What follows belongs to an exercise in optimizing a design on an open flow for small area and a short achievable clock period; a production flow would make more cautious choices. RTL that was checked went through simulation tests only; none was proved equivalent to the original. Power figures rest on the tool's default switching activity, not on a simulated workload.

==> flow/design.v <==
module pfx_add #(
  parameter int W = 8
) (
  input  [W-1:0] a,
  input  [W-1:0] b,
  input          ci,
  output [W-1:0] sum,
  output         co
);
  logic [W-1:0] p, g, gg, pp;
  logic [W-1:0] c;    
  assign p = a ^ b;
  assign g = a & b;
  always_comb begin
    gg = g;
    pp = p;
    for (int l = 0; (1 << l) < W; l++) begin
      for (int i = W - 1; i >= 0; i--) begin
        if ((i >> l) & 1) begin
          gg[i] = gg[i] | (pp[i] & gg[((i >> l) << l) - 1]);
          pp[i] = pp[i] & pp[((i >> l) << l) - 1];
        end
      end
    end
  end
  assign c   = {gg[W-2:0] | (pp[W-2:0] & {(W-1){ci}}), ci};
  assign sum = p ^ c;
  assign co  = gg[W-1] | (pp[W-1] & ci);
endmodule
module pfx_cout #(
  parameter int W = 8
) (
  input  [W-1:0] a,
  input  [W-1:0] b,
  input          ci,
  output         co
);
  logic [W:0] g, p;
  always_comb begin
    g = {a & b, ci};
    p = {a ^ b, 1'b0};
    for (int s = 1; s <= W; s = s * 2) begin
      for (int i = 0; i + s <= W; i += 2 * s) begin
        if (i + s <= W) begin
          g[i] = g[i + s] | (p[i + s] & g[i]);
          p[i] = p[i + s] & p[i];
        end
      end
    end
  end
  assign co = g[0];
endmodule
module pfx_add2 #(
  parameter int W = 8
) (
  input  [W-1:0] a,
  input  [W-1:0] b,
  output [W-1:0] s0,
  output [W-1:0] s1,
  output         co0,
  output         co1
);
  logic [W-1:0] p, g, gg, pp;
  assign p = a ^ b;
  assign g = a & b;
  always_comb begin
    gg = g;
    pp = p;
    for (int l = 0; (1 << l) < W; l++) begin
      for (int i = W - 1; i >= 0; i--) begin
        if ((i >> l) & 1) begin
          gg[i] = gg[i] | (pp[i] & gg[((i >> l) << l) - 1]);
          pp[i] = pp[i] & pp[((i >> l) << l) - 1];
        end
      end
    end
  end
  assign s0  = p ^ {gg[W-2:0], 1'b0};
  assign s1  = p ^ {gg[W-2:0] | pp[W-2:0], 1'b1};
  assign co0 = gg[W-1];
  assign co1 = gg[W-1] | pp[W-1];
endmodule
module top_level (
  input         clk_i,
  input         addsub_i,
  input  [31:0] data_a_i,
                data_b_i,
  output [31:0] result_o
);
  logic [7:0]  ea, eb;
  logic [22:0] fa, fb;
  logic        co_ab, co_ba, co_f;
  assign ea = data_a_i[30:23];
  assign eb = data_b_i[30:23];
  assign fa = data_a_i[22:0];
  assign fb = data_b_i[22:0];
  logic [7:0] dx, dy;    
  pfx_add2 #(.W(8))  u_dexp (.a(ea), .b(~eb), .s0(dx), .s1(dy), .co0(co_ab), .co1(co_ba));
  pfx_cout #(.W(31)) u_flt  (.a(data_a_i[30:0]), .b(~data_b_i[30:0]), .ci(1'b1), .co(co_f));
  logic        sa_q1, sb_q1, sw_q1, nsw_q1, gt_q1, sh0_q1, bab_q1, bba_q1;
  logic [7:0]  ea_q1, eb_q1;
  logic [22:0] fa_q1, fb_q1;
  logic [4:1]  dab_q1, dba_q1;
  always_ff @(posedge clk_i) begin
    sa_q1 <= data_a_i[31];
    sb_q1 <= data_b_i[31] ^ addsub_i;
    sw_q1  <= ~co_f;               
    nsw_q1 <= co_f;                
    gt_q1  <= co_ab;               
    ea_q1 <= ea;
    eb_q1 <= eb;
    fa_q1 <= fa;
    fb_q1 <= fb;
    sh0_q1 <= dy[0];               
    dab_q1 <= dy[4:1];             
    dba_q1 <= ~dx[4:1];            
    bab_q1 <= |dy[7:5];            
    bba_q1 <= ~&dx[7:5];           
  end
  logic [23:0] ly;
  logic [26:0] lv0, al;
  logic [22:0] smask;
  logic [31:0] thermo;
  logic        sticky, es;
  assign ly = sw_q1 ? {1'b1, fa_q1} : {1'b1, fb_q1};
  assign es = sa_q1 ^ sb_q1;
  logic [4:0] sh;
  logic       big;
  assign big = gt_q1 ? bab_q1 : bba_q1;
  assign sh  = {gt_q1 ? dab_q1 : dba_q1, sh0_q1} | {5{big}};
  assign lv0 = sh[0] ? {1'b0, ly, 2'b00} : {ly, 3'b000};
  assign al  = lv0 >> {sh[4:1], 1'b0};
  logic sat;
  assign sat    = sh >= 5'd25;
  assign thermo = 32'hFFFF_FFFF << sh;       
  assign smask  = {~thermo[24:3], ~thermo[2] & ~sat};
  assign sticky = |(ly[22:0] & smask);
  logic        hs_q2, es_q2;
  logic [7:0]  he_q2;
  logic [22:0] hf_q2;
  logic [26:0] lo_q2;
  always_ff @(posedge clk_i) begin
    hs_q2 <= nsw_q1 ? sa_q1 : sb_q1;
    es_q2 <= es;
    he_q2 <= nsw_q1 ? ea_q1 : eb_q1;   
    hf_q2 <= nsw_q1 ? fa_q1 : fb_q1;
    lo_q2 <= {al[26:2], al[1] | sat, sticky} ^ {27{es}};    
  end
  logic [26:0] opa;
  logic [27:0] sum;
  logic        add_co;
  logic [26:0] t, z, f;
  logic [4:0]  lz;
  logic [2:0]  inc;
  assign opa = {1'b1, hf_q2, 3'b000};
  pfx_add #(.W(27)) u_add (.a(opa), .b(lo_q2), .ci(es_q2),
                           .sum(sum[26:0]), .co(add_co));
  assign sum[27] = add_co ^ es_q2;
  assign t = ~(opa ^ lo_q2);
  assign z = ~(opa | lo_q2);
  assign f = t & ~{z[25:0], 1'b0};
  always_comb begin
    lz = 5'd0;
    for (int i = 2; i < 26; i++)
      if (f[i]) lz = 5'(27 - i);
  end
  assign inc[0] = sum[3] & (|sum[2:0] | sum[4]);
  assign inc[1] = sum[2] & (|sum[1:0] | sum[3]);
  assign inc[2] = sum[1] & (sum[0] | sum[2]);
  logic        hs_q3, c_q3;
  logic [7:0]  he_q3;
  logic [26:2] s_q3;
  logic [4:0]  lz_q3;
  logic [2:0]  inc_q3;
  always_ff @(posedge clk_i) begin
    hs_q3  <= hs_q2;
    he_q3  <= he_q2;
    c_q3   <= sum[27];
    s_q3   <= sum[26:2];
    lz_q3  <= lz;
    inc_q3 <= inc;
  end
  logic        far, finc;
  logic [1:0]  kf;
  logic [4:0]  k;
  logic [25:0] v;
  logic [50:0] vs;
  logic [24:0] m;
  logic [7:0]  e;
  assign far = c_q3 | s_q3[26] | s_q3[25];
  assign kf  = c_q3 ? 2'd0 : (s_q3[26] ? 2'd1 : 2'd2);
  assign k   = far ? {3'd0, kf} : lz_q3;
  assign v   = {c_q3, s_q3[26:2]};
  assign vs  = {25'd0, v} << k;
  assign m   = (~far & (lz_q3 == 5'd0)) ? {1'b1, 24'd0} : vs[25:1];
  logic [7:0] ef, en;
  assign ef  = c_q3 ? he_q3 + 8'd1 : (s_q3[26] ? he_q3 : he_q3 - 8'd1);
  assign en  = he_q3 + 8'd1 - {3'd0, lz_q3};
  assign e   = far ? ef : en;    
  always_comb begin
    if (c_q3)          finc = inc_q3[0];
    else if (s_q3[26]) finc = inc_q3[1];
    else               finc = inc_q3[2];
  end
  logic        hs_q4, i_q4;
  logic [7:0]  e_q4;
  logic [24:0] m_q4;
  always_ff @(posedge clk_i) begin
    hs_q4 <= hs_q3;
    i_q4  <= far & finc;
    e_q4  <= e;
    m_q4  <= m;
  end
  logic [22:0] fr, fpre;
  logic        fall1;
  logic [7:0]  e_p1, e_m1;
  logic [30:0] res;
  always_comb begin
    fpre = m_q4[23:1];
    for (int l = 0; (1 << l) < 23; l++)
      for (int i = 22; i >= 0; i--)
        if ((i >> l) & 1)
          fpre[i] = fpre[i] & fpre[((i >> l) << l) - 1];
  end
  assign fr    = m_q4[23:1] ^ ({fpre[21:0], 1'b1} & {23{i_q4}});
  assign fall1 = fpre[22] & i_q4;
  assign e_p1  = e_q4 + 8'd1;
  assign e_m1  = e_q4 - 8'd1;
  assign res = m_q4[24] ? {fall1 ? e_p1 : e_q4, fr}
                        : {e_m1, m_q4[22:0]};
  logic [31:0] res_q;
  always_ff @(posedge clk_i) res_q <= {hs_q4, res};
  assign result_o = res_q;
endmodule
export LEC_CHECK = 0
export ABC_AREA = 1
export CAP_MARGIN = 20
export CORE_MARGIN = 2
export CORE_UTILIZATION = 60
export CTS_BUF_LIST = sky130_fd_sc_hd__clkbuf_8
export SETUP_SLACK_MARGIN = 3.55
export SLEW_MARGIN = 20
create_clock -name core_clock -period 6.0 [get_ports {clk_i}]
standard.sh (not shown) runs the stock make flow with config.mk's settings and CLKGATE_MAP_FILE= SYNTH_SCRIPT=/design/flow/synth_recipe.tcl, a recipe that flattens the netlist after the stock synthesis.
==> flow/flow/run.sh <==
#!/bin/bash
# Standard ORFS layout (the standard.sh), with the port buffers made
# from buf_2 cells instead of the default delay-buffer cells.
export BUFFER_PORTS_ARGS="-buffer_cell sky130_fd_sc_hd__buf_2"
bash standard.sh > standard.log 2>&1
Then changed:
--- a/flow/design.v
+++ b/flow/design.v
@@ -97,6 +97,14 @@
   logic [7:0] dx, dy;    
   pfx_add2 #(.W(8))  u_dexp (.a(ea), .b(~eb), .s0(dx), .s1(dy), .co0(co_ab), .co1(co_ba));
   pfx_cout #(.W(31)) u_flt  (.a(data_a_i[30:0]), .b(~data_b_i[30:0]), .ci(1'b1), .co(co_f));
+  logic       bl_ab, bl_ba, bab, bba;
+  logic [2:0] eah, ebh;
+  assign eah   = ea[7:5];
+  assign ebh   = eb[7:5];
+  assign bl_ab = ea[4:0] < eb[4:0];
+  assign bl_ba = eb[4:0] < ea[4:0];
+  assign bab   = bl_ab ? ({1'b0, eah} >= {1'b0, ebh} + 4'd2) : (eah > ebh);
+  assign bba   = bl_ba ? ({1'b0, ebh} >= {1'b0, eah} + 4'd2) : (ebh > eah);
   logic        sa_q1, sb_q1, sw_q1, nsw_q1, gt_q1, sh0_q1, bab_q1, bba_q1;
   logic [7:0]  ea_q1, eb_q1;
   logic [22:0] fa_q1, fb_q1;
@@ -114,8 +122,8 @@
     sh0_q1 <= dy[0];               
     dab_q1 <= dy[4:1];             
     dba_q1 <= ~dx[4:1];            
-    bab_q1 <= |dy[7:5];            
-    bba_q1 <= ~&dx[7:5];           
+    bab_q1 <= bab;                 
+    bba_q1 <= bba;                 
   end
   logic [23:0] ly;
   logic [26:0] lv0, al;
@@ -130,10 +138,18 @@
   assign sh  = {gt_q1 ? dab_q1 : dba_q1, sh0_q1} | {5{big}};
   assign lv0 = sh[0] ? {1'b0, ly, 2'b00} : {ly, 3'b000};
   assign al  = lv0 >> {sh[4:1], 1'b0};
-  logic sat;
+  logic sat, sat_ab, sat_ba;
+  logic [4:0]  sh_ab, sh_ba;
+  logic [31:0] th_ab, th_ba;
+  assign sh_ab  = {dab_q1, sh0_q1} | {5{bab_q1}};
+  assign sh_ba  = {dba_q1, sh0_q1} | {5{bba_q1}};
   assign sat    = sh >= 5'd25;
-  assign thermo = 32'hFFFF_FFFF << sh;       
-  assign smask  = {~thermo[24:3], ~thermo[2] & ~sat};
+  assign sat_ab = sh_ab >= 5'd25;
+  assign sat_ba = sh_ba >= 5'd25;
+  assign th_ab  = 32'hFFFF_FFFF << sh_ab;    
+  assign th_ba  = 32'hFFFF_FFFF << sh_ba;
+  assign thermo = gt_q1 ? th_ab : th_ba;
+  assign smask  = {~thermo[24:3], ~thermo[2] & ~(gt_q1 ? sat_ab : sat_ba)};
   assign sticky = |(ly[22:0] & smask);
   logic        hs_q2, es_q2;
   logic [7:0]  he_q2;
@@ -159,11 +175,13 @@
   assign t = ~(opa ^ lo_q2);
   assign z = ~(opa | lo_q2);
   assign f = t & ~{z[25:0], 1'b0};
-  always_comb begin
-    lz = 5'd0;
-    for (int i = 2; i < 26; i++)
-      if (f[i]) lz = 5'(27 - i);
-  end
+  logic [4:0] lzr;
+  always_comb begin
+    lzr = 5'd0;
+    for (int i = 2; i < 27; i++)
+      if (f[i]) lzr = 5'(27 - i);
+  end
+  assign lz = es_q2 ? lzr : 5'd0;
   assign inc[0] = sum[3] & (|sum[2:0] | sum[4]);
   assign inc[1] = sum[2] & (|sum[1:0] | sum[3]);
   assign inc[2] = sum[1] & (sum[0] | sum[2]);
@@ -189,9 +207,11 @@
   logic [7:0]  e;
   assign far = c_q3 | s_q3[26] | s_q3[25];
   assign kf  = c_q3 ? 2'd0 : (s_q3[26] ? 2'd1 : 2'd2);
-  assign k   = far ? {3'd0, kf} : lz_q3;
+  logic [50:0] vh;
+  assign k   = {lz_q3[4:2], far ? kf : lz_q3[1:0]};
   assign v   = {c_q3, s_q3[26:2]};
-  assign vs  = {25'd0, v} << k;
+  assign vh  = {25'd0, v} << {k[4:2], 2'b00};
+  assign vs  = vh << k[1:0];
   assign m   = (~far & (lz_q3 == 5'd0)) ? {1'b1, 24'd0} : vs[25:1];
   logic [7:0] ef, en;
   assign ef  = c_q3 ? he_q3 + 8'd1 : (s_q3[26] ? he_q3 : he_q3 - 8'd1);
Effect:
- The new run ran to the end with no violations
- cell area barely changes
- core utilization grows by 0.30 points
- register-to-register slack stays flat
- flip-flop and latch count is unchanged
- die area barely changes
- sequential power came out higher by about 2%
- count of clock-buffer cells in the layout stays the same
- fmax rises by 2.2%
- wire length drops by 4.9%
- area after synthesis hardly moves
- clock skew hardly moves
No functional check of the RTL was part of the second run of this note.

## afterwards: timing with drivers on the ports
The results above use ideal ports. As a check the final layouts listed here were re-extracted and re-timed, cells and wires unchanged.
Step 1 assumes that a clkbuf_16 drives the clock port and a buf_2 every other input.
Step 2, shift: input delay + t, output delay - t, t = (earliest + latest rising clock arrival at the registers) / 2. This alone moves slack from input paths to output paths.
Three values: ideal ports, drivers, drivers and shift; two values: the first two.
| run | shift t [ns] | setup WS [ns] | worst setup path after step 2 | cell pins on the clock port's net |
|---|---|---|---|---|
| the first run | 0.581 | 3.578 / 3.590 / 3.009 | input to register | 1 |
| the second run | 0.589 | 3.631 / 3.631 / 3.111 | input to register | 1 |
After both steps every run listed still meets setup and hold. For the first run, which loses most, drivers alone change the setup slack by +0.012 ns; drivers and shift together by -0.569 ns.
